This design comes from an exercise in tuning for small area and a short achievable clock period on the open sky130 flow, not from production work.
No run shown here included a check of the RTL's function; only the layout flow was run.
In every run shown here, the design's own scripts or RTL, not TritonCTS, make the clock network.
The flow treats the clock pin as an ideal source. Dropping or thinning the clock tree relies on that and would not hold on a real chip.
Power figures rest on the tool's default switching activity, not on a simulated workload.

`flow/design.v`:
```
module fa(input a, input b, input ci, output s, output co);
  assign s = a ^ b ^ ci;
  assign co = (a & b) | (a & ci) | (b & ci);
endmodule
module or2m(input a, input b, output y);
  assign y = a | b;
endmodule
module nor2m(input a, input b, output y);
  assign y = ~(a | b);
endmodule
module gcell(input gh, input ph, input gl, output g);
  assign g = gh | (ph & gl);
endmodule
module pcell(input ph, input pl, output p);
  assign p = ph & pl;
endmodule
module multiplier(clk, INPUT_A, INPUT_B, RES);
  input clk;
  input [7:0] INPUT_A, INPUT_B;
  output reg [15:0] RES;
  reg [7:0] a_r, b_r;
  reg r2_p0;
  reg r2_p1;
  reg r2_p2;
  reg r2_p3;
  reg r2_p4;
  reg r2_cin;
  reg r2_g5;
  reg r2_q5;
  reg r2_g6;
  reg r2_q6;
  reg r2_g7;
  reg r2_q7;
  reg r2_g8;
  reg r2_q8;
  reg r2_g9;
  reg r2_q9;
  reg r2_g10;
  reg r2_q10;
  reg r2_g11;
  reg r2_q11;
  reg r2_g12;
  reg r2_q12;
  reg r2_g13;
  reg r2_q13;
  reg r2_g14;
  reg r2_q14;
  wire [15:0] prod;
  wire pp1;
  wire pp2;
  wire pp3;
  wire pp4;
  wire pp5;
  wire pp6;
  wire pp7;
  wire pp8;
  wire pp9;
  wire pp10;
  wire pp11;
  wire pp12;
  wire pp13;
  wire pp14;
  wire pp15;
  wire pp16;
  wire pp17;
  wire pp18;
  wire pp19;
  wire pp20;
  wire pp21;
  wire pp22;
  wire pp23;
  wire pp24;
  wire pp25;
  wire pp26;
  wire pp27;
  wire pp28;
  wire pp29;
  wire pp30;
  wire pp31;
  wire pp32;
  wire pp33;
  wire pp34;
  wire pp35;
  wire pp36;
  wire pp37;
  wire pp38;
  wire pp39;
  wire pp40;
  wire pp41;
  wire pp42;
  wire pp43;
  wire pp44;
  wire pp45;
  wire pp46;
  wire pp47;
  wire pp48;
  wire pp49;
  wire pp50;
  wire pp51;
  wire pp52;
  wire pp53;
  wire pp54;
  wire pp55;
  wire pp56;
  wire pp57;
  wire pp58;
  wire pp59;
  wire pp60;
  wire pp61;
  wire pp62;
  wire pp63;
  wire pp64;
  wire s65;
  wire c66;
  wire s67;
  wire c68;
  wire s69;
  wire c70;
  wire s71;
  wire c72;
  wire s73;
  wire c74;
  wire s75;
  wire c76;
  wire s77;
  wire c78;
  wire s79;
  wire c80;
  wire s81;
  wire c82;
  wire s83;
  wire c84;
  wire s85;
  wire c86;
  wire s87;
  wire c88;
  wire s89;
  wire c90;
  wire s91;
  wire c92;
  wire s93;
  wire c94;
  wire s95;
  wire c96;
  wire s97;
  wire c98;
  wire s99;
  wire c100;
  wire s101;
  wire c102;
  wire s103;
  wire c104;
  wire s105;
  wire c106;
  wire s107;
  wire c108;
  wire s109;
  wire c110;
  wire s111;
  wire c112;
  wire s113;
  wire c114;
  wire s115;
  wire c116;
  wire s117;
  wire c118;
  wire s119;
  wire c120;
  wire s121;
  wire c122;
  wire s123;
  wire c124;
  wire s125;
  wire c126;
  wire s127;
  wire c128;
  wire s129;
  wire c130;
  wire s131;
  wire c132;
  wire s133;
  wire c134;
  wire s135;
  wire c136;
  wire s137;
  wire c138;
  wire s139;
  wire c140;
  wire s141;
  wire c142;
  wire s143;
  wire c144;
  wire s145;
  wire c146;
  wire s147;
  wire c148;
  wire s149;
  wire c150;
  wire s151;
  wire c152;
  wire s153;
  wire c154;
  wire s155;
  wire c156;
  wire g157;
  wire p158;
  wire g159;
  wire p160;
  wire g161;
  wire p162;
  wire g163;
  wire p164;
  wire g165;
  wire p166;
  wire g167;
  wire p168;
  wire g169;
  wire p170;
  wire g171;
  wire p172;
  wire g173;
  wire p174;
  wire g175;
  wire p176;
  wire G1_177;
  wire G1_179;
  wire P1_180;
  wire G1_181;
  wire P1_182;
  wire G1_183;
  wire P1_184;
  wire G1_185;
  wire P1_186;
  wire G2_189;
  wire G2_191;
  wire P2_192;
  wire G3_195;
  wire G7_199;
  wire G7_201;
  wire G8_203;
  wire G8_205;
  wire G8_207;
  wire G8_209;
  wire G8_211;
  always @(posedge clk) begin
    a_r <= INPUT_A;
    b_r <= INPUT_B;
    r2_p0 <= ~pp1;
    r2_p1 <= s149;
    r2_p2 <= s151;
    r2_p3 <= s153;
    r2_p4 <= s155;
    r2_cin <= c156;
    r2_g5 <= g157;
    r2_q5 <= p158;
    r2_g6 <= g159;
    r2_q6 <= p160;
    r2_g7 <= g161;
    r2_q7 <= p162;
    r2_g8 <= g163;
    r2_q8 <= p164;
    r2_g9 <= g165;
    r2_q9 <= p166;
    r2_g10 <= g167;
    r2_q10 <= p168;
    r2_g11 <= g169;
    r2_q11 <= p170;
    r2_g12 <= g171;
    r2_q12 <= p172;
    r2_g13 <= g173;
    r2_q13 <= p174;
    r2_g14 <= g175;
    r2_q14 <= p176;
    RES <= prod;
  end
  assign pp1 = ~(a_r[0] & b_r[0]);
  assign pp2 = ~(a_r[0] & b_r[1]);
  assign pp3 = ~(a_r[0] & b_r[2]);
  assign pp4 = ~(a_r[0] & b_r[3]);
  assign pp5 = ~(a_r[0] & b_r[4]);
  assign pp6 = ~(a_r[0] & b_r[5]);
  assign pp7 = ~(a_r[0] & b_r[6]);
  assign pp8 = ~(a_r[0] & b_r[7]);
  assign pp9 = ~(a_r[1] & b_r[0]);
  assign pp10 = ~(a_r[1] & b_r[1]);
  assign pp11 = ~(a_r[1] & b_r[2]);
  assign pp12 = ~(a_r[1] & b_r[3]);
  assign pp13 = ~(a_r[1] & b_r[4]);
  assign pp14 = ~(a_r[1] & b_r[5]);
  assign pp15 = ~(a_r[1] & b_r[6]);
  assign pp16 = ~(a_r[1] & b_r[7]);
  assign pp17 = ~(a_r[2] & b_r[0]);
  assign pp18 = ~(a_r[2] & b_r[1]);
  assign pp19 = ~(a_r[2] & b_r[2]);
  assign pp20 = ~(a_r[2] & b_r[3]);
  assign pp21 = ~(a_r[2] & b_r[4]);
  assign pp22 = ~(a_r[2] & b_r[5]);
  assign pp23 = ~(a_r[2] & b_r[6]);
  assign pp24 = ~(a_r[2] & b_r[7]);
  assign pp25 = ~(a_r[3] & b_r[0]);
  assign pp26 = ~(a_r[3] & b_r[1]);
  assign pp27 = ~(a_r[3] & b_r[2]);
  assign pp28 = ~(a_r[3] & b_r[3]);
  assign pp29 = ~(a_r[3] & b_r[4]);
  assign pp30 = ~(a_r[3] & b_r[5]);
  assign pp31 = ~(a_r[3] & b_r[6]);
  assign pp32 = ~(a_r[3] & b_r[7]);
  assign pp33 = ~(a_r[4] & b_r[0]);
  assign pp34 = ~(a_r[4] & b_r[1]);
  assign pp35 = ~(a_r[4] & b_r[2]);
  assign pp36 = ~(a_r[4] & b_r[3]);
  assign pp37 = ~(a_r[4] & b_r[4]);
  assign pp38 = ~(a_r[4] & b_r[5]);
  assign pp39 = ~(a_r[4] & b_r[6]);
  assign pp40 = ~(a_r[4] & b_r[7]);
  assign pp41 = ~(a_r[5] & b_r[0]);
  assign pp42 = ~(a_r[5] & b_r[1]);
  assign pp43 = ~(a_r[5] & b_r[2]);
  assign pp44 = ~(a_r[5] & b_r[3]);
  assign pp45 = ~(a_r[5] & b_r[4]);
  assign pp46 = ~(a_r[5] & b_r[5]);
  assign pp47 = ~(a_r[5] & b_r[6]);
  assign pp48 = ~(a_r[5] & b_r[7]);
  assign pp49 = ~(a_r[6] & b_r[0]);
  assign pp50 = ~(a_r[6] & b_r[1]);
  assign pp51 = ~(a_r[6] & b_r[2]);
  assign pp52 = ~(a_r[6] & b_r[3]);
  assign pp53 = ~(a_r[6] & b_r[4]);
  assign pp54 = ~(a_r[6] & b_r[5]);
  assign pp55 = ~(a_r[6] & b_r[6]);
  assign pp56 = ~(a_r[6] & b_r[7]);
  assign pp57 = ~(a_r[7] & b_r[0]);
  assign pp58 = ~(a_r[7] & b_r[1]);
  assign pp59 = ~(a_r[7] & b_r[2]);
  assign pp60 = ~(a_r[7] & b_r[3]);
  assign pp61 = ~(a_r[7] & b_r[4]);
  assign pp62 = ~(a_r[7] & b_r[5]);
  assign pp63 = ~(a_r[7] & b_r[6]);
  assign pp64 = ~(a_r[7] & b_r[7]);
  assign s65 = ~(pp7 ^ pp14);
  or2m u_orc66 (.a(pp7), .b(pp14), .y(c66));
  fa u_fa1 (.a(pp8), .b(pp15), .ci(pp22), .s(s67), .co(c68));
  assign s69 = ~(pp29 ^ pp36);
  or2m u_orc70 (.a(pp29), .b(pp36), .y(c70));
  fa u_fa2 (.a(pp16), .b(pp23), .ci(pp30), .s(s71), .co(c72));
  assign s73 = ~(pp37 ^ pp44);
  or2m u_orc74 (.a(pp37), .b(pp44), .y(c74));
  fa u_fa3 (.a(pp24), .b(pp31), .ci(pp38), .s(s75), .co(c76));
  assign s77 = ~(pp5 ^ pp12);
  or2m u_orc78 (.a(pp5), .b(pp12), .y(c78));
  fa u_fa4 (.a(pp6), .b(pp13), .ci(pp20), .s(s79), .co(c80));
  assign s81 = ~(pp27 ^ pp34);
  or2m u_orc82 (.a(pp27), .b(pp34), .y(c82));
  fa u_fa5 (.a(pp21), .b(pp28), .ci(pp35), .s(s83), .co(c84));
  fa u_fa6 (.a(pp42), .b(pp49), .ci(s65), .s(s85), .co(c86));
  fa u_fa7 (.a(pp43), .b(pp50), .ci(pp57), .s(s87), .co(c88));
  fa u_fa8 (.a(c66), .b(s69), .ci(s67), .s(s89), .co(c90));
  fa u_fa9 (.a(pp51), .b(pp58), .ci(c70), .s(s91), .co(c92));
  fa u_fa10 (.a(s73), .b(c68), .ci(s71), .s(s93), .co(c94));
  fa u_fa11 (.a(pp45), .b(pp52), .ci(pp59), .s(s95), .co(c96));
  fa u_fa12 (.a(c74), .b(c72), .ci(s75), .s(s97), .co(c98));
  fa u_fa13 (.a(pp32), .b(pp39), .ci(pp46), .s(s99), .co(c100));
  fa u_fa14 (.a(pp53), .b(pp60), .ci(c76), .s(s101), .co(c102));
  fa u_fa15 (.a(pp40), .b(pp47), .ci(pp54), .s(s103), .co(c104));
  assign s105 = ~(pp4 ^ pp11);
  or2m u_orc106 (.a(pp4), .b(pp11), .y(c106));
  fa u_fa16 (.a(pp19), .b(pp26), .ci(pp33), .s(s107), .co(c108));
  fa u_fa17 (.a(pp41), .b(c78), .ci(s81), .s(s109), .co(c110));
  fa u_fa18 (.a(c82), .b(c80), .ci(s83), .s(s111), .co(c112));
  fa u_fa19 (.a(c84), .b(s87), .ci(c86), .s(s113), .co(c114));
  fa u_fa20 (.a(c88), .b(s91), .ci(c90), .s(s115), .co(c116));
  fa u_fa21 (.a(s95), .b(c92), .ci(c94), .s(s117), .co(c118));
  fa u_fa22 (.a(c96), .b(s99), .ci(s101), .s(s119), .co(c120));
  fa u_fa23 (.a(pp61), .b(c100), .ci(s103), .s(s121), .co(c122));
  fa u_fa24 (.a(pp48), .b(pp55), .ci(pp62), .s(s123), .co(c124));
  assign s125 = ~(pp3 ^ pp10);
  or2m u_orc126 (.a(pp3), .b(pp10), .y(c126));
  fa u_fa25 (.a(pp18), .b(pp25), .ci(s105), .s(s127), .co(c128));
  fa u_fa26 (.a(c106), .b(s77), .ci(s107), .s(s129), .co(c130));
  fa u_fa27 (.a(c108), .b(s79), .ci(s109), .s(s131), .co(c132));
  fa u_fa28 (.a(c110), .b(s85), .ci(s111), .s(s133), .co(c134));
  fa u_fa29 (.a(c112), .b(s89), .ci(s113), .s(s135), .co(c136));
  fa u_fa30 (.a(s93), .b(c114), .ci(s115), .s(s137), .co(c138));
  fa u_fa31 (.a(s97), .b(c116), .ci(s117), .s(s139), .co(c140));
  fa u_fa32 (.a(c98), .b(s119), .ci(c118), .s(s141), .co(c142));
  fa u_fa33 (.a(c102), .b(s121), .ci(c120), .s(s143), .co(c144));
  fa u_fa34 (.a(c104), .b(s123), .ci(c122), .s(s145), .co(c146));
  fa u_fa35 (.a(pp56), .b(pp63), .ci(c124), .s(s147), .co(c148));
  assign s149 = ~pp2 ^ ~pp9;
  assign c150 = ~pp2 & ~pp9;
  assign s151 = ~pp17 ^ ~s125 ^ c150;
  assign c152 = (~pp17 & ~s125) | (~pp17 & c150) | (~s125 & c150);
  assign s153 = ~s127 ^ ~c126 ^ c152;
  assign c154 = (~s127 & ~c126) | (~s127 & c152) | (~c126 & c152);
  assign s155 = ~s129 ^ ~c128 ^ c154;
  assign c156 = (~s129 & ~c128) | (~s129 & c154) | (~c128 & c154);
  nor2m u_norg157 (.a(s131), .b(c130), .y(g157));
  assign p158 = s131 ^ c130;
  nor2m u_norg159 (.a(s133), .b(c132), .y(g159));
  assign p160 = s133 ^ c132;
  nor2m u_norg161 (.a(s135), .b(c134), .y(g161));
  assign p162 = s135 ^ c134;
  nor2m u_norg163 (.a(s137), .b(c136), .y(g163));
  assign p164 = s137 ^ c136;
  nor2m u_norg165 (.a(s139), .b(c138), .y(g165));
  assign p166 = s139 ^ c138;
  nor2m u_norg167 (.a(s141), .b(c140), .y(g167));
  assign p168 = s141 ^ c140;
  nor2m u_norg169 (.a(s143), .b(c142), .y(g169));
  assign p170 = s143 ^ c142;
  nor2m u_norg171 (.a(s145), .b(c144), .y(g171));
  assign p172 = s145 ^ c144;
  nor2m u_norg173 (.a(s147), .b(c146), .y(g173));
  assign p174 = s147 ^ c146;
  nor2m u_norg175 (.a(pp64), .b(c148), .y(g175));
  assign p176 = pp64 ^ c148;
  assign prod[0] = r2_p0;
  assign prod[1] = r2_p1;
  assign prod[2] = r2_p2;
  assign prod[3] = r2_p3;
  assign prod[4] = r2_p4;
  gcell u_G1_177 (.gh(r2_g5), .ph(r2_q5), .gl(r2_cin), .g(G1_177));
  gcell u_G1_179 (.gh(r2_g7), .ph(r2_q7), .gl(r2_g6), .g(G1_179));
  pcell u_P1_180 (.ph(r2_q7), .pl(r2_q6), .p(P1_180));
  gcell u_G1_181 (.gh(r2_g9), .ph(r2_q9), .gl(r2_g8), .g(G1_181));
  pcell u_P1_182 (.ph(r2_q9), .pl(r2_q8), .p(P1_182));
  gcell u_G1_183 (.gh(r2_g11), .ph(r2_q11), .gl(r2_g10), .g(G1_183));
  pcell u_P1_184 (.ph(r2_q11), .pl(r2_q10), .p(P1_184));
  gcell u_G1_185 (.gh(r2_g13), .ph(r2_q13), .gl(r2_g12), .g(G1_185));
  pcell u_P1_186 (.ph(r2_q13), .pl(r2_q12), .p(P1_186));
  gcell u_G2_189 (.gh(G1_179), .ph(P1_180), .gl(G1_177), .g(G2_189));
  gcell u_G2_191 (.gh(G1_183), .ph(P1_184), .gl(G1_181), .g(G2_191));
  pcell u_P2_192 (.ph(P1_184), .pl(P1_182), .p(P2_192));
  gcell u_G3_195 (.gh(G2_191), .ph(P2_192), .gl(G2_189), .g(G3_195));
  gcell u_G7_199 (.gh(G1_181), .ph(P1_182), .gl(G2_189), .g(G7_199));
  gcell u_G7_201 (.gh(G1_185), .ph(P1_186), .gl(G3_195), .g(G7_201));
  gcell u_G8_203 (.gh(r2_g6), .ph(r2_q6), .gl(G1_177), .g(G8_203));
  gcell u_G8_205 (.gh(r2_g8), .ph(r2_q8), .gl(G2_189), .g(G8_205));
  gcell u_G8_207 (.gh(r2_g10), .ph(r2_q10), .gl(G7_199), .g(G8_207));
  gcell u_G8_209 (.gh(r2_g12), .ph(r2_q12), .gl(G3_195), .g(G8_209));
  gcell u_G8_211 (.gh(r2_g14), .ph(r2_q14), .gl(G7_201), .g(G8_211));
  assign prod[5] = r2_q5 ^ r2_cin;
  assign prod[6] = r2_q6 ^ G1_177;
  assign prod[7] = r2_q7 ^ G8_203;
  assign prod[8] = r2_q8 ^ G2_189;
  assign prod[9] = r2_q9 ^ G8_205;
  assign prod[10] = r2_q10 ^ G7_199;
  assign prod[11] = r2_q11 ^ G8_207;
  assign prod[12] = r2_q12 ^ G3_195;
  assign prod[13] = r2_q13 ^ G8_209;
  assign prod[14] = r2_q14 ^ G7_201;
  assign prod[15] = 1'b0 ^ G8_211;
endmodule
```
`flow/flow/run.sh`:
```
#!/bin/bash
# Own layout flow: the standard flow (standard.sh) with the standard synthesis
# unchanged, small port buffers, and (flow/skew.tcl, run after clock tree synthesis)
# a separate delayed clock branch for the internal pipeline register.
# Each step writes its full output to its own log file here.
set -euo pipefail
here=$(pwd)
extra=()
while IFS= read -r line; do
  [[ -z "$line" || "$line" == \#* ]] && continue
  extra+=("${line//@HERE@/$here}")
done < flow/extra.txt
bash standard.sh synth > "$here/synth.log" 2>&1
bash standard.sh "${extra[@]}" floorplan > "$here/floorplan.log" 2>&1
bash standard.sh "${extra[@]}" place > "$here/place.log" 2>&1
bash standard.sh "${extra[@]}" cts > "$here/cts.log" 2>&1
bash standard.sh "${extra[@]}" route > "$here/route.log" 2>&1
bash standard.sh "${extra[@]}" finish > "$here/finish.log" 2>&1
```
`flow/flow/extra.txt`:
```
# make variables for the layout steps (one per line; @HERE@ is the work folder)
BUFFER_PORTS_ARGS=-buffer_cell sky130_fd_sc_hd__buf_1
MATCH_CELL_FOOTPRINT=0
POST_CTS_TCL=@HERE@/flow/skew.tcl
SKEW_PATTERN=r2_*
SKEW_CLOCK_PORT=clk
SKEW_DRIVER=sky130_fd_sc_hd__clkbuf_16
SKEW_CANDIDATES=none sky130_fd_sc_hd__clkbuf_1 sky130_fd_sc_hd__clkbuf_2 sky130_fd_sc_hd__clkdlybuf4s15_1 sky130_fd_sc_hd__clkdlybuf4s18_1 sky130_fd_sc_hd__clkdlybuf4s25_1 sky130_fd_sc_hd__clkdlybuf4s50_1 sky130_fd_sc_hd__clkdlybuf4s50_1+sky130_fd_sc_hd__clkbuf_1 sky130_fd_sc_hd__clkdlybuf4s50_1+sky130_fd_sc_hd__clkbuf_2 sky130_fd_sc_hd__clkdlybuf4s50_1+sky130_fd_sc_hd__clkdlybuf4s15_1 sky130_fd_sc_hd__clkdlybuf4s50_1+sky130_fd_sc_hd__clkdlybuf4s18_1 sky130_fd_sc_hd__clkdlybuf4s50_1+sky130_fd_sc_hd__clkdlybuf4s25_1 sky130_fd_sc_hd__clkdlybuf4s50_1+sky130_fd_sc_hd__clkdlybuf4s50_1
SKEW_HOLD_MARGIN=0.05
SKEW_MAIN_DRIVER=sky130_fd_sc_hd__clkbuf_16
SKEW_RESIZE=a_r*=sky130_fd_sc_hd__dfxtp_2 b_r*=sky130_fd_sc_hd__dfxtp_2
SKEW_SETUP_PUSH=0.3
```
`flow/flow/skew.tcl`:
```
# POST_CTS hook: runs flow/skew_body.tcl at global scope (see that file).
uplevel #0 [list source [file join [file dirname [info script]] skew_body.tcl]]
```
`flow/flow/skew_body.tcl`:
```
# POST_CTS hook: give the internal pipeline register (cells matching SKEW_PATTERN)
# its own clock branch, a buffer chain from the clock port whose delay balances
# the register-to-register paths into and out of it. The registers that face
# the ports stay on the standard clock tree. Hold is repaired afterwards.
set pattern $::env(SKEW_PATTERN)
set block [ord::get_db_block]
set db [ord::get_db]
set_propagated_clock [all_clocks]

set flops {}
foreach inst [$block getInsts] {
  if {[string match $pattern [$inst getName]] && [$inst findITerm CLK] ne "NULL"} { lappend flops $inst }
}
puts "SKEW: [llength $flops] registers match $pattern"
set clk_net [[$block findBTerm $::env(SKEW_CLOCK_PORT)] getNet]

# centroid of the skewed registers
set sx 0; set sy 0
foreach f $flops { lassign [$f getLocation] x y; set sx [expr {$sx + $x}]; set sy [expr {$sy + $y}] }
set cx [expr {int($sx / [llength $flops])}]
set cy [expr {int($sy / [llength $flops])}]

# move the registers to a new net
set old_nets {}
set skew_net [odb::dbNet_create $block skew_clk_leaf]
$skew_net setSigType CLOCK
foreach f $flops {
  set it [$f findITerm CLK]
  set n [$it getNet]
  if {$n ne "NULL"} { lappend old_nets $n }
  $it disconnect
  $it connect $skew_net
}

set chain {}
set chain_nets {}
proc build_chain {cells} {
  global block db chain chain_nets clk_net skew_net cx cy
  foreach i $chain { odb::dbInst_destroy $i }
  foreach n $chain_nets { odb::dbNet_destroy $n }
  set chain {}; set chain_nets {}
  set prev $clk_net
  set k 0
  set ncell [llength $cells]
  foreach c $cells {
    incr k
    set inst [odb::dbInst_create $block [$db findMaster $c] skew_clk_buf_$k]
    $inst setLocation [expr {$cx + 2000 * $k}] $cy
    $inst setPlacementStatus PLACED
    [$inst findITerm A] connect $prev
    if {$k == $ncell} {
      set out $skew_net
    } else {
      set out [odb::dbNet_create $block skew_clk_n$k]
      $out setSigType CLOCK
      lappend chain_nets $out
    }
    [$inst findITerm X] connect $out
    lappend chain $inst
    set prev $out
  }
}

# remove clock tree buffers left without loads
proc prune_tree {} {
  global block
  set again 1
  while {$again} {
    set again 0
    foreach inst [$block getInsts] {
      set m [[$inst getMaster] getName]
      if {![string match *clkbuf* $m] && ![string match *clkinv* $m] && ![string match *bufinv* $m] && ![string match *inv_* $m]} { continue }
      if {![string match clk* [$inst getName]]} { continue }
      set out [$inst findITerm X]
      if {$out eq "NULL"} { set out [$inst findITerm Y] }
      if {$out eq "NULL"} { continue }
      set n [$out getNet]
      if {$n eq "NULL" || [llength [$n getITerms]] <= 1 && [llength [$n getBTerms]] == 0} {
        puts "SKEW: removing unloaded clock cell [$inst getName]"
        odb::dbInst_destroy $inst
        if {$n ne "NULL"} { odb::dbNet_destroy $n }
        set again 1
      }
    }
  }
}
# optionally replace the rest of the tree by one buffer from the port (small designs)
if {[info exists ::env(SKEW_MAIN_DRIVER)] && $::env(SKEW_MAIN_DRIVER) ne ""} {
  set main {}
  foreach inst [$block getInsts] {
    if {[lsearch -exact $flops $inst] >= 0} { continue }
    set it [$inst findITerm CLK]
    if {$it eq "NULL" || ![[$inst getMaster] isSequential]} { continue }
    lappend main $inst
  }
  set mx 0; set my 0
  foreach f $main { lassign [$f getLocation] x y; set mx [expr {$mx + $x}]; set my [expr {$my + $y}] }
  set mx [expr {int($mx / [llength $main])}]
  set my [expr {int($my / [llength $main])}]
  set main_net [odb::dbNet_create $block main_clk_leaf]
  $main_net setSigType CLOCK
  foreach f $main {
    set it [$f findITerm CLK]
    $it disconnect
    $it connect $main_net
  }
  set mb [odb::dbInst_create $block [$db findMaster $::env(SKEW_MAIN_DRIVER)] main_clk_buf]
  $mb setLocation $mx $my
  $mb setPlacementStatus PLACED
  [$mb findITerm A] connect $clk_net
  [$mb findITerm X] connect $main_net
  puts "SKEW: [llength $main] other registers on one $::env(SKEW_MAIN_DRIVER)"
}
prune_tree

# optional drive-strength changes, "pattern=master" pairs in SKEW_RESIZE
if {[info exists ::env(SKEW_RESIZE)]} {
  foreach pair $::env(SKEW_RESIZE) {
    lassign [split $pair =] pat master
    foreach inst [$block getInsts] {
      if {[string match $pat [$inst getName]]} {
        $inst swapMaster [$db findMaster $master]
      }
    }
    puts "SKEW: resized $pat to $master"
  }
}

proc choose_chain {} {
  global best best_ws drv
  set best ""
  set best_ws -1e9
  foreach cand $::env(SKEW_CANDIDATES) {
    set cells [concat [split $cand +] $drv]
    if {$cand eq "none"} { set cells $drv }
    build_chain $cells
    estimate_parasitics -placement
    set ws [worst_slack -max]
    puts "SKEW: chain $cells worst setup slack $ws"
    if {$ws > $best_ws + 0.005} { set best_ws $ws; set best $cells }
  }
  puts "SKEW: chosen chain $best ($best_ws)"
  build_chain $best
  estimate_parasitics -placement
}
set drv $::env(SKEW_DRIVER)
choose_chain
if {[info exists ::env(SKEW_SETUP_PUSH)] && $::env(SKEW_SETUP_PUSH) > 0} {
  set ws [worst_slack -max]
  repair_timing -setup -setup_margin [expr {$ws + $::env(SKEW_SETUP_PUSH)}] -skip_pin_swap -skip_gate_cloning -skip_buffering -verbose
  estimate_parasitics -placement
  puts "SKEW: after setup push: [worst_slack -max]"
  choose_chain
}
build_chain $best
estimate_parasitics -placement
# optional second skewed group: the registers whose own paths want a later clock
proc pin_slack {args} {
  set cmd [concat report_checks $args -format end]
  set v [with_output_to_variable x $cmd]
  if {[regexp {([-0-9.]+) \((MET|VIOLATED)\)} $x -> sl]} { return $sl }
  return 9
}
proc build_chain2 {cells} {
  global block db chain2 chain2_nets clk_net skew2_net cx2 cy2
  foreach i $chain2 { odb::dbInst_destroy $i }
  foreach n $chain2_nets { odb::dbNet_destroy $n }
  set chain2 {}; set chain2_nets {}
  set prev $clk_net
  set k 0
  set ncell [llength $cells]
  foreach c $cells {
    incr k
    set inst [odb::dbInst_create $block [$db findMaster $c] skew2_clk_buf_$k]
    $inst setLocation [expr {$cx2 + 2000 * $k}] $cy2
    $inst setPlacementStatus PLACED
    [$inst findITerm A] connect $prev
    if {$k == $ncell} {
      set out $skew2_net
    } else {
      set out [odb::dbNet_create $block skew2_clk_n$k]
      $out setSigType CLOCK
      lappend chain2_nets $out
    }
    [$inst findITerm X] connect $out
    lappend chain2 $inst
    set prev $out
  }
}
if {[info exists ::env(SKEW_GROUP2)] && $::env(SKEW_GROUP2) > 0} {
  set late {}
  foreach f $flops {
    set n [$f getName]
    set si [pin_slack -to [get_pins "$n/D"]]
    set so [pin_slack -from [get_pins "$n/CLK"]]
    if {$so - $si > $::env(SKEW_GROUP2)} { lappend late $f }
    puts "SKEW: $n in $si out $so"
  }
  if {[llength $late] > 0 && [llength $late] < [llength $flops]} {
    set chain2 {}; set chain2_nets {}
    set skew2_net [odb::dbNet_create $block skew2_clk_leaf]
    $skew2_net setSigType CLOCK
    set sx 0; set sy 0
    foreach f $late { lassign [$f getLocation] x y; set sx [expr {$sx + $x}]; set sy [expr {$sy + $y}] }
    set cx2 [expr {int($sx / [llength $late])}]
    set cy2 [expr {int($sy / [llength $late]) + 2720}]
    foreach f $late { set it [$f findITerm CLK]; $it disconnect; $it connect $skew2_net }
    set base $best
    foreach round {1 2} {
      set b2 ""; set b2ws -1e9
      foreach cand $::env(SKEW_CANDIDATES2) {
        set cells [split $cand +]
        build_chain2 $cells
        estimate_parasitics -placement
        set ws [worst_slack -max]
        puts "SKEW: group2 chain $cells worst setup slack $ws"
        if {$ws > $b2ws + 0.005} { set b2ws $ws; set b2 $cells }
      }
      build_chain2 $b2
      puts "SKEW: group2 ([llength $late] registers) chain $b2 ($b2ws)"
      choose_chain
    }
  }
}

# registers of the skewed group whose own paths do not need the delay, but whose
# hold it would break, go back to the main branch
if {[info exists main_net]} {
  foreach f $flops {
    set pin [get_pins "[$f getName]/D"]
    set hp [find_timing_paths -to $pin -path_delay min]
    if {[llength $hp] == 0} { continue }
    set hs [get_property [lindex $hp 0] slack]
    if {$hs >= 0.05} { continue }
    set it [$f findITerm CLK]
    set orig [$it getNet]
    $it disconnect; $it connect $main_net
    estimate_parasitics -placement
    set ws [worst_slack -max]
    if {$ws < $best_ws - 0.01} {
      $it disconnect; $it connect $orig
      estimate_parasitics -placement
    } else {
      puts "SKEW: [$f getName] (hold slack $hs) back on the main branch, setup $ws"
    }
  }
}
detailed_placement
estimate_parasitics -placement
puts "SKEW: after placement: setup [worst_slack -max] hold [worst_slack -min]"
repair_timing -hold -hold_margin $::env(SKEW_HOLD_MARGIN) -verbose
detailed_placement
check_placement -verbose
estimate_parasitics -placement
puts "SKEW: final: setup [worst_slack -max] hold [worst_slack -min]"
```
`flow/standard.sh`:
```
#!/bin/bash
# synth_recipe.tcl (not shown) runs the flow's synth.tcl, then flattens the netlist and writes it again
# the make line also repeats each setting of config.mk as NAME=value (left out here)
make -C /OpenROAD-flow-scripts/flow DESIGN_CONFIG=/design/flow/config.mk WORK_HOME=/design/flow/orfs CLKGATE_MAP_FILE= SYNTH_SCRIPT=/design/flow/synth_recipe.tcl "${@:-finish}"
```
`flow/config.mk`:
```
export PLATFORM = sky130hd
export DESIGN_NAME = multiplier
export DESIGN_NICKNAME = multiplier
export VERILOG_FILES = /design/flow/design.v
export SDC_FILE = /design/flow/constraint.sdc
export NUM_CORES = 4
export LEC_CHECK = 0
export CAP_MARGIN = 20
export CORE_MARGIN = 2
export CORE_UTILIZATION = 40
export SLEW_MARGIN = 20
export SYNTH_HIERARCHICAL = 1
```
`flow/constraint.sdc`:
```
create_clock -name core_clock -period 4.0 [get_ports {clk}]
set_input_delay 0.8000 -clock core_clock [delete_from_list [all_inputs] [get_ports {clk}]]
set_output_delay 0.8000 -clock core_clock [all_outputs]
set_load 0.01 [all_outputs]
```
==> results.py, run 1 <==
metrics = {
    "die": {
        "initial_utilization_pct": 40.9,
        "core_sq_um": 6680,
        "die_h_um": 86.6,
        "rows": 30,
        "dieWidth_um": 86.6,
        "io_pins": 33,
        "dieArea_sq_um": 7510,
    },
    "yosys": {
        "synth-edff-count": 0,
        "syn-cell-area_sq_um": 2730,
        "yosys.area.top_type": "dfxtp_1",
        "synthTopCellsByCount": "dfxtp_1, nand2_1, fa_1",
        "synth_area_leaders": "dfxtp_1, fa_1, nand2_1",
        "yosys.area.top_type_share_pct": 42.5,
        "async_flop_share_pct": 0,
        "synthDistinctLibCells": 15,
        "ys_ff_latch": 58,
        "postSynthAreaPerCell_sq_um": 11.3,
        "post_synth_inst_count": 241,
        "synth_fp_nets": 297,
        "synth-warning-count": 7,
        "yosysMostFrequentCell": "dfxtp_1",
        "synth_ff_type": "dfxtp_1",
        "ys_seq_area_share_pct": 42.5,
    },
    "setup_path": {
        "startpoint_type": "flip-flop",
        "cp_data_required_time_ps": 4710,
        "worstPathMaxFanout": 8,
        "worstSetupPathType": "flip-flop to flip-flop",
        "r2r_setup_slack_ps": 1990,
        "arrival_ps": 2710,
        "r2r_end": "r2_q10$_DFF_P_",
        "r2r_start": "b_r[7]$_DFF_P_",
        "end_kind": "flip-flop",
        "ff2ff_path_depth": 6,
    },
    "layout": {
        "largest_reg_flops": 16,
        "top_register": "RES",
        "fin_nets": 326,
        "reg.largest.list": "RES (16), a_r (8), b_r (8)",
        "fillCellCount": 626,
        "num_antenna_cells": 0,
        "area_growth_pct": 11.3,
        "drive_above_1_share_pct": 12.7,
    },
    "global_routing": {
        "antenna_found_initial": 0,
        "grt_pass1_vias": 1664,
        "grt_max_degree": 35,
        "grtUsageTotal_pct": 12.1,
        "grt_pass1_wl_um": 7200,
        "gr-total-overflow": 0,
    },
    "power": {
        "p_per_area_nw_per_um2": 523,
        "vdd_drop_max_uv": 233,
        "p_leak_uw": 0.00124,
    },
    "timing": {
        "hold_violations": 0,
        "grt_setup_unrepaired": "no",
        "slew_violations": 0,
        "fin_setup_tns_ps": 0,
        "tightest_slew_ps": 248,
        "holdWs_ps": 94.3,
        "relSlewSlack_pct": 83.3,
        "period_share_pct": 50.1,
        "setup_viol": 0,
        "layout_min_cycle_time_ps": 2010,
        "clock_skew_ps": 591,
        "timing.fmax_mhz": 499,
    },
    "placed_design": {
        "dpl.hpwl_um": 3280,
        "gp_congestion": 0.875,
        "portBuffers": 32,
    },
    "route": {
        "first_pass_iters": 4,
        "num_vias": 1603,
        "routedWlPerCell_um": 11.9,
        "wl_um": 4130,
        "via_per_inst": 4.61,
        "drcViolationCount": 0,
        "drt_iter0_markers": 59,
        "drtAntennaViolNets": 0,
    },
    "cts": {
        "clkTransAtPathRegs_ps": 120,
        "clk_latency_ps": 770,
        "cts_sinks": 58,
    },
    "worst_hold_path": {
        "whs_endpoint": "r2_p1$_DFF_P_",
        "hold_path_startpoint": "a_r[1]$_DFF_P_",
        "hp-class": "flip-flop to flip-flop",
        "holdPathStages": 2,
    },
    "outcome": {
        "outcome": "complete, no violations",
    },
    "run": {
        "maxCapViolCount": 0,
    },
}
metal layers:
| layer | track usage, % | part of all wire [%] | vias to the layer above |
|---|---|---|---|
| met1 | 14.2 | 44 | 789 |
| met5 | 0 | 0 | - |
| li1 | - | - | 785 |
| met3 | 1.62 | 2.9 | 3 |
| met2 | 23.1 | 53 | 26 |
| met4 | 2.70 | 0.70 | 0 |
cell usage in the layout (no fill, tap or decap):
cell type,instances
a21o_1,15
and2_1,7
and2_2,2
buf_1,32
clkbuf_1,1
clkbuf_16,2
clkdlybuf4s50_1,1
dfxtp_1,41
dfxtp_2,11
dfxtp_4,6
dlygate4sd3_1,2
fa_1,32
fa_2,6
ha_1,1
inv_1,5
nand2_1,53
nand2_2,7
nor2_1,10
or2_1,7
xnor2_1,6
xor2_1,21
how the worst max path moves through the flow:
stage | start | end | slack, ps | cells after the start
global placement | b_r[7]$_DFF_P_ | r2_q10$_DFF_P_ | 1280 | 6
detailed placement | b_r[7]$_DFF_P_ | r2_q10$_DFF_P_ | 1260 | 6
global route | b_r[7]$_DFF_P_ | r2_q10$_DFF_P_ | 1910 | 6
finish | b_r[7]$_DFF_P_ | r2_q10$_DFF_P_ | 1990 | 6
floorplan | a_r[0]$_DFF_P_ | r2_q8$_DFF_P_ | 1380 | 6
where the power goes:
group / leakage (uW) / total [uW] / internal, uW / switching, uW
Clock: 0.0000297 / 269 / 113 / 156
Sequential: 0.000488 / 823 / 742 / 80.6
Combinational: 0.000725 / 500 / 246 / 254
worst max-delay path, stage by stage, from the launching register on:
cell and delay [ps]:
dfxtp_4 420, nand2_2 70, fa_2 390, fa_1 500
fa_2 450, fa_2 560, xor2_1 130
layout make-up:
class | count | area, sq um | area share (%)
inverters | 5 | 18.8 | 0.617
well taps | 80 | 100 | 3.29
plain buffers | 4 | 63.8 | 2.10
multi-input cells | 167 | 1520 | 50.0
repair buffers | 34 | 140 | 4.61
flip-flops and latches | 58 | 1200 | 39.4
modules after synthesis, one instance, submodules excluded:
module      flip-flops and latches  cell area (sq um)  cells
fa                               0               20.0      1
gcell                            0               7.51      1
multiplier                      58               1810    169
nor2m                            0               3.75      1
or2m                             0               6.26      1
pcell                            0               6.26      1
logic make-up (layout without fill, tap and decap cells):
family / after synthesis / count (layout) / share of synthesized area [%]
simple gates: 86 / 86 / 13.7
flops: 58 / 58 / 42.5
fa+ha+maj: 39 / 39 / 28.3
xor+xnor: 27 / 27 / 8.66
buf+inv: 16 / 43 / 2.66
compound gates: 15 / 15 / 4.12
per-stage QoR:
step / cell area [sq um] / std cells / total power [uW] / setup WS [ps] / util (%)
6_report: 3040 / 348 / 1590 / 1990 / 45.5
5_1_grt: 3040 / 348 / 1730 / 1910 / 45.5
3_5_place_dp: 2900 / 342 / 1340 / 1260 / 43.4
3_3_place_gp: 2900 / 342 / 1330 / 1280 / 43.4
2_1_floorplan: 2730 / 241 / 1220 / 1380 / -
==> inputs of run 2 (changes only) <==
--- a/flow/design.v
+++ b/flow/design.v
@@ -26,5 +26,4 @@
   reg r2_p4;
+  reg r2_p5;
   reg r2_cin;
-  reg r2_g5;
-  reg r2_q5;
   reg r2_g6;
@@ -204,4 +203,4 @@
   wire c156;
-  wire g157;
-  wire p158;
+  wire s157;
+  wire c158;
   wire g159;
@@ -233,13 +232,34 @@
   wire P1_186;
-  wire G2_189;
-  wire G2_191;
-  wire P2_192;
-  wire G3_195;
-  wire G7_199;
-  wire G7_201;
-  wire G8_203;
-  wire G8_205;
-  wire G8_207;
-  wire G8_209;
-  wire G8_211;
+  wire G1_187;
+  wire P1_188;
+  wire G1_189;
+  wire P1_190;
+  wire G1_191;
+  wire P1_192;
+  wire G1_193;
+  wire P1_194;
+  wire G2_197;
+  wire G2_199;
+  wire G2_201;
+  wire P2_202;
+  wire G2_203;
+  wire P2_204;
+  wire G2_205;
+  wire P2_206;
+  wire G2_207;
+  wire P2_208;
+  wire G2_209;
+  wire P2_210;
+  wire G2_211;
+  wire P2_212;
+  wire G3_215;
+  wire G3_217;
+  wire G3_219;
+  wire G3_221;
+  wire G3_223;
+  wire P3_224;
+  wire G3_225;
+  wire P3_226;
+  wire G4_229;
+  wire G4_231;
   always @(posedge clk) begin
@@ -252,5 +272,4 @@
     r2_p4 <= s155;
-    r2_cin <= c156;
-    r2_g5 <= g157;
-    r2_q5 <= p158;
+    r2_p5 <= s157;
+    r2_cin <= c158;
     r2_g6 <= g159;
@@ -396,4 +415,4 @@
   assign c156 = (~s129 & ~c128) | (~s129 & c154) | (~c128 & c154);
-  nor2m u_norg157 (.a(s131), .b(c130), .y(g157));
-  assign p158 = s131 ^ c130;
+  assign s157 = ~s131 ^ ~c130 ^ c156;
+  assign c158 = (~s131 & ~c130) | (~s131 & c156) | (~c130 & c156);
   nor2m u_norg159 (.a(s133), .b(c132), .y(g159));
@@ -421,33 +440,54 @@
   assign prod[4] = r2_p4;
-  gcell u_G1_177 (.gh(r2_g5), .ph(r2_q5), .gl(r2_cin), .g(G1_177));
+  assign prod[5] = r2_p5;
+  gcell u_G1_177 (.gh(r2_g6), .ph(r2_q6), .gl(r2_cin), .g(G1_177));
   gcell u_G1_179 (.gh(r2_g7), .ph(r2_q7), .gl(r2_g6), .g(G1_179));
   pcell u_P1_180 (.ph(r2_q7), .pl(r2_q6), .p(P1_180));
-  gcell u_G1_181 (.gh(r2_g9), .ph(r2_q9), .gl(r2_g8), .g(G1_181));
-  pcell u_P1_182 (.ph(r2_q9), .pl(r2_q8), .p(P1_182));
-  gcell u_G1_183 (.gh(r2_g11), .ph(r2_q11), .gl(r2_g10), .g(G1_183));
-  pcell u_P1_184 (.ph(r2_q11), .pl(r2_q10), .p(P1_184));
-  gcell u_G1_185 (.gh(r2_g13), .ph(r2_q13), .gl(r2_g12), .g(G1_185));
-  pcell u_P1_186 (.ph(r2_q13), .pl(r2_q12), .p(P1_186));
-  gcell u_G2_189 (.gh(G1_179), .ph(P1_180), .gl(G1_177), .g(G2_189));
-  gcell u_G2_191 (.gh(G1_183), .ph(P1_184), .gl(G1_181), .g(G2_191));
-  pcell u_P2_192 (.ph(P1_184), .pl(P1_182), .p(P2_192));
-  gcell u_G3_195 (.gh(G2_191), .ph(P2_192), .gl(G2_189), .g(G3_195));
-  gcell u_G7_199 (.gh(G1_181), .ph(P1_182), .gl(G2_189), .g(G7_199));
-  gcell u_G7_201 (.gh(G1_185), .ph(P1_186), .gl(G3_195), .g(G7_201));
-  gcell u_G8_203 (.gh(r2_g6), .ph(r2_q6), .gl(G1_177), .g(G8_203));
-  gcell u_G8_205 (.gh(r2_g8), .ph(r2_q8), .gl(G2_189), .g(G8_205));
-  gcell u_G8_207 (.gh(r2_g10), .ph(r2_q10), .gl(G7_199), .g(G8_207));
-  gcell u_G8_209 (.gh(r2_g12), .ph(r2_q12), .gl(G3_195), .g(G8_209));
-  gcell u_G8_211 (.gh(r2_g14), .ph(r2_q14), .gl(G7_201), .g(G8_211));
-  assign prod[5] = r2_q5 ^ r2_cin;
-  assign prod[6] = r2_q6 ^ G1_177;
-  assign prod[7] = r2_q7 ^ G8_203;
-  assign prod[8] = r2_q8 ^ G2_189;
-  assign prod[9] = r2_q9 ^ G8_205;
-  assign prod[10] = r2_q10 ^ G7_199;
-  assign prod[11] = r2_q11 ^ G8_207;
-  assign prod[12] = r2_q12 ^ G3_195;
-  assign prod[13] = r2_q13 ^ G8_209;
-  assign prod[14] = r2_q14 ^ G7_201;
-  assign prod[15] = 1'b0 ^ G8_211;
+  gcell u_G1_181 (.gh(r2_g8), .ph(r2_q8), .gl(r2_g7), .g(G1_181));
+  pcell u_P1_182 (.ph(r2_q8), .pl(r2_q7), .p(P1_182));
+  gcell u_G1_183 (.gh(r2_g9), .ph(r2_q9), .gl(r2_g8), .g(G1_183));
+  pcell u_P1_184 (.ph(r2_q9), .pl(r2_q8), .p(P1_184));
+  gcell u_G1_185 (.gh(r2_g10), .ph(r2_q10), .gl(r2_g9), .g(G1_185));
+  pcell u_P1_186 (.ph(r2_q10), .pl(r2_q9), .p(P1_186));
+  gcell u_G1_187 (.gh(r2_g11), .ph(r2_q11), .gl(r2_g10), .g(G1_187));
+  pcell u_P1_188 (.ph(r2_q11), .pl(r2_q10), .p(P1_188));
+  gcell u_G1_189 (.gh(r2_g12), .ph(r2_q12), .gl(r2_g11), .g(G1_189));
+  pcell u_P1_190 (.ph(r2_q12), .pl(r2_q11), .p(P1_190));
+  gcell u_G1_191 (.gh(r2_g13), .ph(r2_q13), .gl(r2_g12), .g(G1_191));
+  pcell u_P1_192 (.ph(r2_q13), .pl(r2_q12), .p(P1_192));
+  gcell u_G1_193 (.gh(r2_g14), .ph(r2_q14), .gl(r2_g13), .g(G1_193));
+  pcell u_P1_194 (.ph(r2_q14), .pl(r2_q13), .p(P1_194));
+  gcell u_G2_197 (.gh(G1_179), .ph(P1_180), .gl(r2_cin), .g(G2_197));
+  gcell u_G2_199 (.gh(G1_181), .ph(P1_182), .gl(G1_177), .g(G2_199));
+  gcell u_G2_201 (.gh(G1_183), .ph(P1_184), .gl(G1_179), .g(G2_201));
+  pcell u_P2_202 (.ph(P1_184), .pl(P1_180), .p(P2_202));
+  gcell u_G2_203 (.gh(G1_185), .ph(P1_186), .gl(G1_181), .g(G2_203));
+  pcell u_P2_204 (.ph(P1_186), .pl(P1_182), .p(P2_204));
+  gcell u_G2_205 (.gh(G1_187), .ph(P1_188), .gl(G1_183), .g(G2_205));
+  pcell u_P2_206 (.ph(P1_188), .pl(P1_184), .p(P2_206));
+  gcell u_G2_207 (.gh(G1_189), .ph(P1_190), .gl(G1_185), .g(G2_207));
+  pcell u_P2_208 (.ph(P1_190), .pl(P1_186), .p(P2_208));
+  gcell u_G2_209 (.gh(G1_191), .ph(P1_192), .gl(G1_187), .g(G2_209));
+  pcell u_P2_210 (.ph(P1_192), .pl(P1_188), .p(P2_210));
+  gcell u_G2_211 (.gh(G1_193), .ph(P1_194), .gl(G1_189), .g(G2_211));
+  pcell u_P2_212 (.ph(P1_194), .pl(P1_190), .p(P2_212));
+  gcell u_G3_215 (.gh(G2_201), .ph(P2_202), .gl(r2_cin), .g(G3_215));
+  gcell u_G3_217 (.gh(G2_203), .ph(P2_204), .gl(G1_177), .g(G3_217));
+  gcell u_G3_219 (.gh(G2_205), .ph(P2_206), .gl(G2_197), .g(G3_219));
+  gcell u_G3_221 (.gh(G2_207), .ph(P2_208), .gl(G2_199), .g(G3_221));
+  gcell u_G3_223 (.gh(G2_209), .ph(P2_210), .gl(G2_201), .g(G3_223));
+  pcell u_P3_224 (.ph(P2_210), .pl(P2_202), .p(P3_224));
+  gcell u_G3_225 (.gh(G2_211), .ph(P2_212), .gl(G2_203), .g(G3_225));
+  pcell u_P3_226 (.ph(P2_212), .pl(P2_204), .p(P3_226));
+  gcell u_G4_229 (.gh(G3_223), .ph(P3_224), .gl(r2_cin), .g(G4_229));
+  gcell u_G4_231 (.gh(G3_225), .ph(P3_226), .gl(G1_177), .g(G4_231));
+  assign prod[6] = r2_q6 ^ r2_cin;
+  assign prod[7] = r2_q7 ^ G1_177;
+  assign prod[8] = r2_q8 ^ G2_197;
+  assign prod[9] = r2_q9 ^ G2_199;
+  assign prod[10] = r2_q10 ^ G3_215;
+  assign prod[11] = r2_q11 ^ G3_217;
+  assign prod[12] = r2_q12 ^ G3_219;
+  assign prod[13] = r2_q13 ^ G3_221;
+  assign prod[14] = r2_q14 ^ G4_229;
+  assign prod[15] = 1'b0 ^ G4_231;
 endmodule
--- a/flow/flow/skew_body.tcl
+++ b/flow/flow/skew_body.tcl
@@ -156,71 +156,2 @@
 estimate_parasitics -placement
-# optional second skewed group: the registers whose own paths want a later clock
-proc pin_slack {args} {
-  set cmd [concat report_checks $args -format end]
-  set v [with_output_to_variable x $cmd]
-  if {[regexp {([-0-9.]+) \((MET|VIOLATED)\)} $x -> sl]} { return $sl }
-  return 9
-}
-proc build_chain2 {cells} {
-  global block db chain2 chain2_nets clk_net skew2_net cx2 cy2
-  foreach i $chain2 { odb::dbInst_destroy $i }
-  foreach n $chain2_nets { odb::dbNet_destroy $n }
-  set chain2 {}; set chain2_nets {}
-  set prev $clk_net
-  set k 0
-  set ncell [llength $cells]
-  foreach c $cells {
-    incr k
-    set inst [odb::dbInst_create $block [$db findMaster $c] skew2_clk_buf_$k]
-    $inst setLocation [expr {$cx2 + 2000 * $k}] $cy2
-    $inst setPlacementStatus PLACED
-    [$inst findITerm A] connect $prev
-    if {$k == $ncell} {
-      set out $skew2_net
-    } else {
-      set out [odb::dbNet_create $block skew2_clk_n$k]
-      $out setSigType CLOCK
-      lappend chain2_nets $out
-    }
-    [$inst findITerm X] connect $out
-    lappend chain2 $inst
-    set prev $out
-  }
-}
-if {[info exists ::env(SKEW_GROUP2)] && $::env(SKEW_GROUP2) > 0} {
-  set late {}
-  foreach f $flops {
-    set n [$f getName]
-    set si [pin_slack -to [get_pins "$n/D"]]
-    set so [pin_slack -from [get_pins "$n/CLK"]]
-    if {$so - $si > $::env(SKEW_GROUP2)} { lappend late $f }
-    puts "SKEW: $n in $si out $so"
-  }
-  if {[llength $late] > 0 && [llength $late] < [llength $flops]} {
-    set chain2 {}; set chain2_nets {}
-    set skew2_net [odb::dbNet_create $block skew2_clk_leaf]
-    $skew2_net setSigType CLOCK
-    set sx 0; set sy 0
-    foreach f $late { lassign [$f getLocation] x y; set sx [expr {$sx + $x}]; set sy [expr {$sy + $y}] }
-    set cx2 [expr {int($sx / [llength $late])}]
-    set cy2 [expr {int($sy / [llength $late]) + 2720}]
-    foreach f $late { set it [$f findITerm CLK]; $it disconnect; $it connect $skew2_net }
-    set base $best
-    foreach round {1 2} {
-      set b2 ""; set b2ws -1e9
-      foreach cand $::env(SKEW_CANDIDATES2) {
-        set cells [split $cand +]
-        build_chain2 $cells
-        estimate_parasitics -placement
-        set ws [worst_slack -max]
-        puts "SKEW: group2 chain $cells worst setup slack $ws"
-        if {$ws > $b2ws + 0.005} { set b2ws $ws; set b2 $cells }
-      }
-      build_chain2 $b2
-      puts "SKEW: group2 ([llength $late] registers) chain $b2 ($b2ws)"
-      choose_chain
-    }
-  }
-}
-
 # registers of the skewed group whose own paths do not need the delay, but whose
@@ -235,3 +166,2 @@
     set it [$f findITerm CLK]
-    set orig [$it getNet]
     $it disconnect; $it connect $main_net
@@ -240,3 +170,3 @@
     if {$ws < $best_ws - 0.01} {
-      $it disconnect; $it connect $orig
+      $it disconnect; $it connect $skew_net
       estimate_parasitics -placement
==> run 2 against run 1 <==
  * Still clean
  * Area after synthesis is 4.5% higher
  * Die area is 4.3% higher
  * Power is 6.4% higher
  * Via count is 9.8% higher
  * Worst setup slack worse by 350 ps
  * First-iteration DRC count is 15% higher
  * Synthesized cell count is 8.7% higher
  * Critical path depth is 3 higher
  * Sequential power is 2% higher
  * Critical path type unchanged
  * Largest power group unchanged
==> results.py, run 2 <==
metrics = {
    "yosys": {
        "synth_ff_type": "dfxtp_1",
        "synth-warning-count": 7,
        "syn-cell-area_sq_um": 2850,
        "yosys.area.top_type": "dfxtp_1",
        "post_synth_inst_count": 262,
        "synth_fp_nets": 319,
        "async_flop_share_pct": 0,
        "postSynthAreaPerCell_sq_um": 10.9,
        "synth_area_leaders": "dfxtp_1, fa_1, nand2_1",
        "synthDistinctLibCells": 13,
        "yosys.area.top_type_share_pct": 40.0,
        "synthTopCellsByCount": "nand2_1, dfxtp_1, fa_1",
        "synth-edff-count": 0,
        "yosysMostFrequentCell": "nand2_1",
        "ys_ff_latch": 57,
        "ys_seq_area_share_pct": 40.0,
    },
    "route": {
        "routedWlPerCell_um": 12.0,
        "wl_um": 4650,
        "first_pass_iters": 4,
        "drcViolationCount": 0,
        "num_vias": 1760,
        "via_per_inst": 4.54,
        "drt_iter0_markers": 68,
        "drtAntennaViolNets": 0,
    },
    "placed_design": {
        "portBuffers": 32,
        "dpl.hpwl_um": 3640,
        "gp_congestion": 0.835,
    },
    "cts": {
        "clk_latency_ps": 850,
        "clkTransAtPathRegs_ps": 120,
        "cts_sinks": 57,
    },
    "setup_path": {
        "crit_chain": "dlygate4sd3_1 > and2_1 > ha_1 > fa_1 > fa_1 > fa_1 > inv_1 > fa_1 > inv_1",
        "worstPathMaxFanout": 7,
        "critPathLaunch": "b_r[0]$_DFF_P_",
        "critPathCapture": "r2_p5$_DFF_P_",
        "worstSetupPathType": "flip-flop to flip-flop",
        "r2r_start": "b_r[0]$_DFF_P_",
        "cp_top_family": "adder cells",
        "timing.critical_path.mode_cell": "fa_1",
        "cpMaxStageDelayCell": "dlygate4sd3_1",
        "r2r_end": "r2_p5$_DFF_P_",
        "arrival_ps": 3160,
        "startpoint_type": "flip-flop",
        "end_kind": "flip-flop",
        "r2r_setup_slack_ps": 1640,
        "cp_data_required_time_ps": 4800,
        "crit_cells": 9,
        "critPathMaxStageDelay_ps": 590,
        "ff2ff_path_depth": 9,
        "worst-path-buf-inv": 3,
    },
    "global_routing": {
        "grt_pass1_wl_um": 8250,
        "gr-total-overflow": 0,
        "grt_pass1_vias": 1833,
        "antenna_found_initial": 0,
        "grt_max_degree": 34,
        "grtUsageTotal_pct": 13.6,
    },
    "timing": {
        "layout_min_cycle_time_ps": 2360,
        "fin_setup_tns_ps": 0,
        "timing.fmax_mhz": 424,
        "tightest_slew_ps": 228,
        "period_share_pct": 58.9,
        "clock_skew_ps": 675,
        "hold_violations": 0,
        "relSlewSlack_pct": 84.7,
        "grt_setup_unrepaired": "no",
        "slew_violations": 0,
        "setup_viol": 0,
    },
    "die": {
        "die_h_um": 88.5,
        "initial_utilization_pct": 41.8,
        "io_pins": 33,
        "rows": 30,
        "core_sq_um": 6830,
        "dieWidth_um": 88.5,
        "dieArea_sq_um": 7830,
    },
    "layout": {
        "fillCellCount": 685,
        "reg.largest.list": "RES (16), a_r (8), b_r (8)",
        "drive_above_1_share_pct": 10.3,
        "area_growth_pct": 12.9,
        "num_antenna_cells": 0,
        "layout_commonest_cell": "nand2_1",
        "fin_nets": 351,
        "mostFrequentLayoutCells": "nand2_1, fa_1, dfxtp_1, buf_1, a21o_1",
        "largest_reg_flops": 16,
        "top_register": "RES",
        "post-route-util_pct": 47.2,
    },
    "run": {
        "maxCapViolCount": 0,
    },
    "power": {
        "p_per_area_nw_per_um2": 525,
        "vdd_drop_max_uv": 231,
        "p_leak_uw": 0.00140,
    },
    "worst_hold_path": {
        "hp-class": "flip-flop to flip-flop",
    },
    "outcome": {
        "outcome": "complete, no violations",
    },
}
## run 2: cell count changes in the layout (fill, tap and decap cells not counted), sizes merged, moves of 2 or more
cell | before | now
a21o | 15 | 25
and2 | 9 | 20
dlygate4sd3 | 2 | 6
inv | 5 | 7
xor2 | 21 | 19
## run 2: final cells by class
cell class	count	area, sq um	area share, %
Buffer	4	70.1	2.17
Inverter	7	26.3	0.816
Multi-Input combinational cell	186	1650	51.1
Sequential cell	57	1180	36.6
Tap cell	96	120	3.73
Timing Repair Buffer	38	180	5.59
## run 2: cell families after synthesis
family                   Yosys count  synth area share [%]
adder cells (fa/ha/maj)           40                  27.8
AND/OR/NAND/NOR                   96                  15.0
flip-flops                        57                  40.0
buffers and inverters             19                  2.98
XOR/XNOR                          25                  7.67
AO/OA/AOI/OAI                     25                  6.58
## run 2: tightest hold or removal path: cells and delay by family, from the launching register on
| kind | cells | cell delay, ps |
|---|---|---|
| adders and majority gates | 1 | 160 |
| DFF | 1 | 410 |
| and+or+nand+nor | 1 | 170 |
## run 2: modules after synthesis (local to each module, per instance)
module | cells inside | area (sq um) | flops+latches | copies in the design
or2m | 1 | 6.26 | 0 | 7
gcell | 1 | 7.51 | 0 | 25
nor2m | 1 | 3.75 | 0 | 9
pcell | 1 | 6.26 | 0 | 16
multiplier | 170 | 1790 | 57 | 1
fa | 1 | 20.0 | 0 | 35
## run 2: how the worst min path moves through the flow
stage | startpoint | end | slack (ps) | cells after the start
detailed placement | r2_p1$_DFF_P_ | RES[1]$_DFF_P_ | 310 | 0
global placement | r2_p1$_DFF_P_ | RES[1]$_DFF_P_ | 310 | 0
global route | a_r[2]$_DFF_P_ | r2_p2$_DFF_P_ | 120 | 2
finish | a_r[2]$_DFF_P_ | r2_p2$_DFF_P_ | 100 | 2
floorplan | r2_p0$_DFF_P_ | RES[0]$_DFF_P_ | 310 | 0
## run 2: metrics by stage
stage / cells / instance area, sq um / setup WS (ps) / power (uW) / hold slack, ps
6_report: 388 / 3220 / 1640 / 1690 / 96.2
5_1_grt: 388 / 3220 / 1530 / 1850 / 122
3_5_place_dp: 378 / 3040 / 1250 / 1410 / 313
3_3_place_gp: 378 / 3040 / 1290 / 1400 / 310
2_1_floorplan: 262 / 2850 / 1380 / 1270 / 310
## run 2: metal layers
layer	vias to the layer above	GRT usage, %	share of wire, %	routed length (um)
met5	-	0	0	0
met4	0	2.89	0.97	45
met3	3	1.77	3.3	154
met2	26	24.3	50	2350
met1	870	17.7	45	2100
li1	861	-	-	-
## run 2: where the power goes
part	switching (uW)	leakage [uW]	internal (uW)	total, uW
Combinational	288	0.000886	291	579
Sequential	96.7	0.000480	740	837
Clock	156	0.0000331	121	277
Total	540	0.00140	1150	1690

==> what the ideal ports hide <==
The flow's constraints put no driver on any port. The routed layouts listed below were extracted and timed again, unchanged, in two steps. Step 1 sets driving cells, clkbuf_16 on the clock port and buf_2 on the other inputs (assumed; they add their load-dependent delay and slew). Step 2, shift: input delay + t, output delay - t, t = (earliest + latest rising clock arrival at the registers) / 2. This alone moves slack from input paths to output paths. a / b / c = no drivers / after step 1 / after step 2; a / b = the first two.
run	shift t [ns]	setup slack, ns	hold WS [ns]	worst setup path at the end	latest minus earliest clock arrival (ns)	worst data-port slew with drivers (ns)
run 1	0.511	1.995 / 1.994 / 1.994	0.094 / 0.095 / 0.095	register to register	0.591 / 0.591	0.03
run 2	0.549	1.642 / 1.642 / 1.642	0.096 / 0.097 / 0.097	register to register	0.677 / 0.676	0.04
In run 1 and run 2 the clock reaches the registers at very different times; t lies between them, and the last value is a rough guide only. For run 1, which loses most, drivers alone change the setup slack by -0.001 ns; drivers and shift together by -0.001 ns.
